Source: an optimization exercise on an open RTL-to-GDS flow (aim: small area, a short achievable clock period and few clock cycles per item). Production flows keep margins and buffers that such runs may drop.
At most, simulation tests tie the RTL to the original design; equivalence was not proved.
Power figures rest on the tool's default switching activity, not on a simulated workload.

== job 2361 ==
==> flow/design.v (excerpt) <==
module FP16_MAC_pipeline(
    input [15:0]data_k,
    input [15:0]data_x,
    input [15:0]data_b,
    input rst,
    input input_valid,
    input clk,
    input [1:0]opcode,
    output reg [15:0]data_o,
    output reg output_up,
    output reg [1:0]opcode_o
    );
For scale: about 380 flip-flops, ~72 I/O pins.
Settings: LEC_CHECK=0, CAP_MARGIN=20, CORE_MARGIN=2, CORE_UTILIZATION=60, CTS_CLUSTER_DIAMETER=70, CTS_CLUSTER_SIZE=25, GPL_ROUTABILITY_DRIVEN=0, PLACE_DENSITY=0.75, SETUP_SLACK_MARGIN=3.3, SLEW_MARGIN=20; clock period 6.0 ns.
run.sh (not shown) runs the stock make flow with config.mk's settings and CLKGATE_MAP_FILE= SYNTH_SCRIPT=/design/flow/synth_recipe.tcl, a recipe that flattens the netlist after the stock synthesis.
Testbench counts of job 2361, summed over its fixed seeds: cycles 2,112, items 2,048.
Here is what was changed in the inputs of job 6081 compared with job 2361.
Settings: CTS_CLUSTER_DIAMETER: 70 -> 80; CTS_CLUSTER_SIZE: 25 -> 30; SETUP_SLACK_MARGIN: 3.3 -> 3.2.
==> comparison <==
Relative to job 2361, job 6081 improves power.
Of the two candidates, job 2361 has the better overall routed net length and job 6081 the worse one.
On met2 wire length, job 6081 tracks job 2361 almost exactly.
Pre-CTS setup slack: job 2361 and job 6081 compared, higher one is job 2361
On total CTS buffers: between job 2361 and job 6081, it ends up lower for job 6081.
Re non-clock buffer count: job 2361 was higher than job 6081.
| clock power | lower: job 6081 |
[job 6081] clock-buffer cell count fell 9 relative to job 2361
### job 6081 -> job 1113
Settings: swapping 3.2 for 3.3 in SETUP_SLACK_MARGIN; swapping 20 for 10 in CAP_MARGIN; swapping 20 for 10 in SLEW_MARGIN.
Job 1113 completed every stage of the flow, and the final layout passed the timing, DRC and antenna checks.
The critical path depth in job 1113 was higher than what job 6081 gave.
[compare] base=job 6081 new=job 1113: part of the power in the clock network decreased by 1.4 points relative to the old numbers, routed wire length per instance has decreased.
Going from job 6081 to job 1113, net switching fraction of the power flat; total of clock buffers placed in the layout down 1.
Summary of job 1113 over job 6081: fraction of area in multi-input gates held steady, wire length shrank by about 0.8%, clock distribution area overhead in the final layout -0.48 points.
Edits applied to the flow inputs when going from job 1113 to job 2582:
Settings: swapping 0.75 for 0.78 in PLACE_DENSITY; swapping 10 for 20 in CAP_MARGIN; swapping 60 for 62 in CORE_UTILIZATION; swapping 10 for 20 in SLEW_MARGIN.
==> comparison <==
- Share of cell area taken by flip-flops and latches delta for job 2582 relative to job 1113: 0.35 points lower
- Summary of job 2582 over job 1113: fraction of standard cell area in multi-input logic level; buffer count excluding the clock tree in the final layout moved up; fmax moved down.
- The run with more routed wire is job 2582, not job 1113.
- Relative to job 1113, the post-cts sizing count measured on job 2582 has increased by more than a quarter.


Setup of v19:
Another version of the RTL of FP16_MAC_pipeline (not shown whole).
Size: about 72 I/O pins, ~18000 sq um of cells after synthesis.
export LEC_CHECK = 0
export CAP_MARGIN = 20
export CORE_MARGIN = 2
export CORE_UTILIZATION = 60
export CTS_CLUSTER_DIAMETER = 80
export CTS_CLUSTER_SIZE = 30
export PLACE_DENSITY = 0.75
export SETUP_SLACK_MARGIN = 3.1
export SLEW_MARGIN = 20
create_clock -name core_clock -period 6.0 [get_ports {clk}]
Testbench counts of v19, summed over its fixed seeds: cycles 2,112, items 2,048.
Input changes introduced in v37 (baseline for comparison: v19):
# v19
export LEC_CHECK = 0
export CAP_MARGIN = 20
export CORE_MARGIN = 2
export CORE_UTILIZATION = 60
export CTS_CLUSTER_DIAMETER = 80
export CTS_CLUSTER_SIZE = 30
export PLACE_DENSITY = 0.75
export SETUP_SLACK_MARGIN = 3.1
export SLEW_MARGIN = 20
create_clock -name core_clock -period 6.0 [get_ports {clk}]
# v37
export LEC_CHECK = 0
export CAP_MARGIN = 20
export CORE_MARGIN = 2
export CORE_UTILIZATION = 60
export CTS_CLUSTER_DIAMETER = 80
export CTS_CLUSTER_SIZE = 30
export PLACE_DENSITY = 0.75
export SETUP_SLACK_MARGIN = 3.5
export SLEW_MARGIN = 20
create_clock -name core_clock -period 6.0 [get_ports {clk}]
==> flow/flow/run.sh (new file) <==
#!/bin/bash
# The standard layout (standard.sh), with one change: the buffers that
# buffer_ports puts on every input and output port are buf_2 cells.
set -o pipefail
export BUFFER_PORTS_ARGS="-buffer_cell sky130_fd_sc_hd__buf_2"
bash standard.sh > standard.log 2>&1
==> flow/standard.sh (new file) <==
#!/bin/bash
# synth_recipe.tcl (not shown) runs the flow's synth.tcl, then flattens the netlist and writes it again
# the make line also repeats each setting of config.mk as NAME=value (left out here)
make -C /OpenROAD-flow-scripts/flow DESIGN_CONFIG=/design/flow/config.mk WORK_HOME=/design/flow/orfs CLKGATE_MAP_FILE= SYNTH_SCRIPT=/design/flow/synth_recipe.tcl "${@:-finish}"
removed: flow/run.sh
[summary]
- The area of all placed cells without fillers reported for v37 is greater than that of v19 by about 5%.
- The share of synthesized cell area in full adder, half adder and majority cells of v19 and that of v37 are within noise of each other.
- Compared with v19, wire length in v37 increased by more than 10%.
- Comparing v19 and v37, the higher share of power burned in the clock network was measured on v19.
- In the flow results for v19 and v37, the part of the total power dissipated in sequential elements is larger on v19.
Changes in v58 relative to v37:
# v37
export LEC_CHECK = 0
export CAP_MARGIN = 20
export CORE_MARGIN = 2
export CORE_UTILIZATION = 60
export CTS_CLUSTER_DIAMETER = 80
export CTS_CLUSTER_SIZE = 30
export PLACE_DENSITY = 0.75
export SETUP_SLACK_MARGIN = 3.5
export SLEW_MARGIN = 20
create_clock -name core_clock -period 6.0 [get_ports {clk}]
# v58
export LEC_CHECK = 0
export CAP_MARGIN = 20
export CORE_MARGIN = 2
export CORE_UTILIZATION = 60
export CTS_CLUSTER_DIAMETER = 80
export CTS_CLUSTER_SIZE = 30
export PLACE_DENSITY = 0.75
export SETUP_SLACK_MARGIN = 3.3
export SLEW_MARGIN = 20
create_clock -name core_clock -period 6.0 [get_ports {clk}]
==> flow/run.sh (new file) <==
#!/bin/bash
# synth_recipe.tcl (not shown) runs the flow's synth.tcl, then flattens the netlist and writes it again
# the make line also repeats each setting of config.mk as NAME=value (left out here)
make -C /OpenROAD-flow-scripts/flow DESIGN_CONFIG=/design/flow/config.mk WORK_HOME=/design/flow/orfs CLKGATE_MAP_FILE= SYNTH_SCRIPT=/design/flow/synth_recipe.tcl finish
removed: flow/flow/run.sh
removed: flow/standard.sh
### Flow results
v58 ended with every stage complete and zero timing, DRC or antenna violations.
Placed standard-cell area, v37 and v58: lower on v37
| first-pass GRT wire length | v58 vs v37 | 2.6% lower |
Between v37 and v58, post-synthesis to final-layout area growth decreased.


## rev 12
FP16_MAC_pipeline again, from the RTL that the note above started with.
export LEC_CHECK = 0
export CAP_MARGIN = 20
export CORE_MARGIN = 2
export CORE_UTILIZATION = 60
export CTS_CLUSTER_DIAMETER = 80
export CTS_CLUSTER_SIZE = 30
export PLACE_DENSITY = 0.75
export SETUP_SLACK_MARGIN = 3.5
export SLEW_MARGIN = 20
create_clock -name core_clock -period 6.0 [get_ports {clk}]
Stock flow here: none of the scripts above is used.
Rev 12: PASS, flow complete, no timing, DRC or antenna violations
Testbench counts of rev 12, summed over its fixed seeds: cycles 2,112, items 2,048.
[inputs] rev 13 vs rev 12
- TNS_END_PERCENT: unset -> 20
## What came out
- Between rev 13 and rev 12, it is rev 13 whose worst vdd rail ir drop is higher, by about 0.8%.
- Row minimum setup slack in the final design: rev 13 lower / rev 12 higher
- Sort rev 12 and rev 13 by met2 routed wirelength desc -> top: rev 13
- Relative to rev 12, time the final worst path needs with I/O delays and setup increased by 140 ps in rev 13.
- On fmax, rev 13 does worse than rev 12.


v52:
FP16_MAC_pipeline with an RTL version that a note above also has.
Size in the first run: ~1800 cells after synthesis, ~380 flip-flops, about 72 I/O pins, ~18000 um2 of cells after synthesis.
clock: 6.0 ns
lec_check: 0
cap_margin: 20
core_margin: 2
core_utilization: 60
cts_cluster_diameter: 80
cts_cluster_size: 30
place_density: 0.75
setup_slack_margin: 3.3
slew_margin: 20
v52: PASS, flow complete, no timing, DRC or antenna violations
Testbench counts of v52, summed over its fixed seeds: cycles 2,112, items 2,048.
diff inputs: v52 => v35
Settings: an added GPL_ROUTABILITY_DRIVEN of 0.
## What came out
On power, v52 and v35 are neck and neck.
As of v35, leakage power figure had risen slightly compared to v52.
In terms of clock share of power, v52 and v35 differ only marginally.
Between v52 and v35, the arrival time reported for the critical path endpoint figures differ only marginally.
Looking only at wire length of the first global-routing pass, and setting everything else aside, the lower value of v52 and v35 goes to v35.
Relative to v52, met2 track utilization from global routing has gone down in v35.
v35 vs. v52: fill cell total of the finished layout now sits higher; global-route usage over all layers now sits lower; share of final-layout standard cells stronger than drive strength 1 now sits higher.
diff inputs: v35 => v13
Settings: a change of CTS_CLUSTER_SIZE from 30 to 35.
Results
v13 has combinational group share of total power above what v35 had.
In terms of setup slack, v13 and v35 differ only marginally.
v13 vs v35 — total power dropped slightly
Post-place setup slack: v35 vs v13 identical
Diff v35 and v13: wire length on met2 lower in v35
Status: overall routing resource usage parity (v35, v13)
Between v13 and v35, the power in combinational cells figures differ only marginally.
Modified inputs, v54 compared to v13
Settings: CORE_UTILIZATION changed from 60 to 65; CTS_CLUSTER_SIZE changed from 35 to 30; PLACE_DENSITY changed from 0.75 to 0.8.
Findings:
- v54: full flow OK, the timing, DRC and antenna checks passed
- Final hold slack in v54 is 0.012 ns higher than in v13
- [compare] base=v13 new=v54: global-route usage went up; finished layout cell area went up.
- CTS clock-pin slew for the worst setup and hold paths: v54 vs v13 — no meaningful difference
- v54 has less setup slack than v13.
- In v54 relative to v13, power had gone up by a few percent.
- Of v13 and v54, the run reporting the higher slew at the pin with the worst max-slew slack was v54.
- When v54 is measured against v13, its met2 routed wirelength turns out 6.7% higher.


== run Y ==
FP16_MAC_pipeline, a different RTL version from the one above (not shown whole).
Size in the first run: about 2000 cells after synthesis, roughly 400 flip-flops, roughly 72 I/O pins, roughly 19000 um2 of cells after synthesis.
clock: 6.0 ns
lec_check: 0
cap_margin: 20
core_margin: 2
core_utilization: 65
setup_slack_margin: 4.0
slew_margin: 20
Every stage of the flow completed for run Y, and the final layout passed the timing, DRC and antenna checks.
The inputs of run B differ from those of run Y as listed below.
- changing CORE_UTILIZATION from 65 to 60
- changing SETUP_SLACK_MARGIN from 4.0 to 3.5
==> results.txt <==
When run B is set beside run Y, its die area turns out to be 8.1% larger. Run B improves on run Y in total net switching power. Run Y → run B: routed metal-1 wire length fell by 2900 um, final cell count fell by 71, number of antenna violations at the first check in global routing fell by 1, combinational power fell by about 20%, cell area fell by 1900 um2. Utilization was lower in the run labelled run B. First-pass iteration count of the detailed router | run B below run Y.
No functional check of the RTL was part of any run of this note.

-- re-timing with driven ports --
Ports are ideal in the flow. The routed layouts listed here were re-timed in OpenROAD.
Step 1: set_driving_cell puts a clkbuf_16 on clk and a buf_2 on each other input, an assumption about the parent block.
Step 2 also shifts input and output timing later by t, the mid clock arrival at the registers, as if the neighbouring blocks saw the same clock.
a / b / c = ideal ports / drivers / drivers and shift; a / b = the first two.
run | t, ns | slack for setup (ns) | hold WS [ns] | worst setup path at the end | cell pins on the clock port's net
job 2361 | 0.573 | 3.357 / 3.352 / 3.040 | 0.329 / 0.329 / 0.329 | input to register | 1
job 6081 | 0.570 | 3.309 / 3.309 / 3.084 | 0.319 / 0.319 / 0.319 | input to register | 1
job 1113 | 0.558 | 3.357 / 3.357 / 3.115 | 0.325 / 0.325 / 0.325 | input to register | 1
job 2582 | 0.557 | 3.345 / 3.345 / 3.101 | 0.331 / 0.331 / 0.331 | input to register | 1
v19 | 0.582 | 3.162 / 3.162 / 3.077 | 0.335 / 0.335 / 0.335 | input to register | 1
v37 | 0.575 | 3.388 / 3.388 / 3.294 | 0.330 / 0.330 / 0.330 | input to register | 1
v58 | 0.579 | 3.371 / 3.354 / 3.091 | 0.330 / 0.330 / 0.330 | input to register | 1
rev 12 | 0.573 | 3.427 / 3.427 / 3.059 | 0.314 / 0.314 / 0.314 | input to register | 1
rev 13 | 0.568 | 3.291 / 3.291 / 2.967 | 0.328 / 0.328 / 0.328 | input to register | 1
v52 | 0.558 | 3.371 / 3.366 / 3.094 | 0.326 / 0.326 / 0.326 | input to register | 1
v35 | 0.558 | 3.357 / 3.357 / 3.115 | 0.325 / 0.325 / 0.325 | input to register | 1
v13 | 0.555 | 3.356 / 3.355 / 3.061 | 0.321 / 0.321 / 0.321 | input to register | 1
v54 | 0.572 | 3.342 / 3.338 / 3.176 | 0.334 / 0.334 / 0.334 | input to register | 1
run Y | 0.599 | 3.101 / 3.101 / 3.101 | 0.326 / 0.326 / 0.326 | register to register | 1
run B | 0.581 | 3.232 / 3.232 / 3.038 | 0.311 / 0.311 / 0.311 | input to register | 1
After both steps every run listed still meets setup and hold. The setup slack of rev 12, which loses most, moves by 0.000 ns with the drivers and by -0.368 ns with both steps.
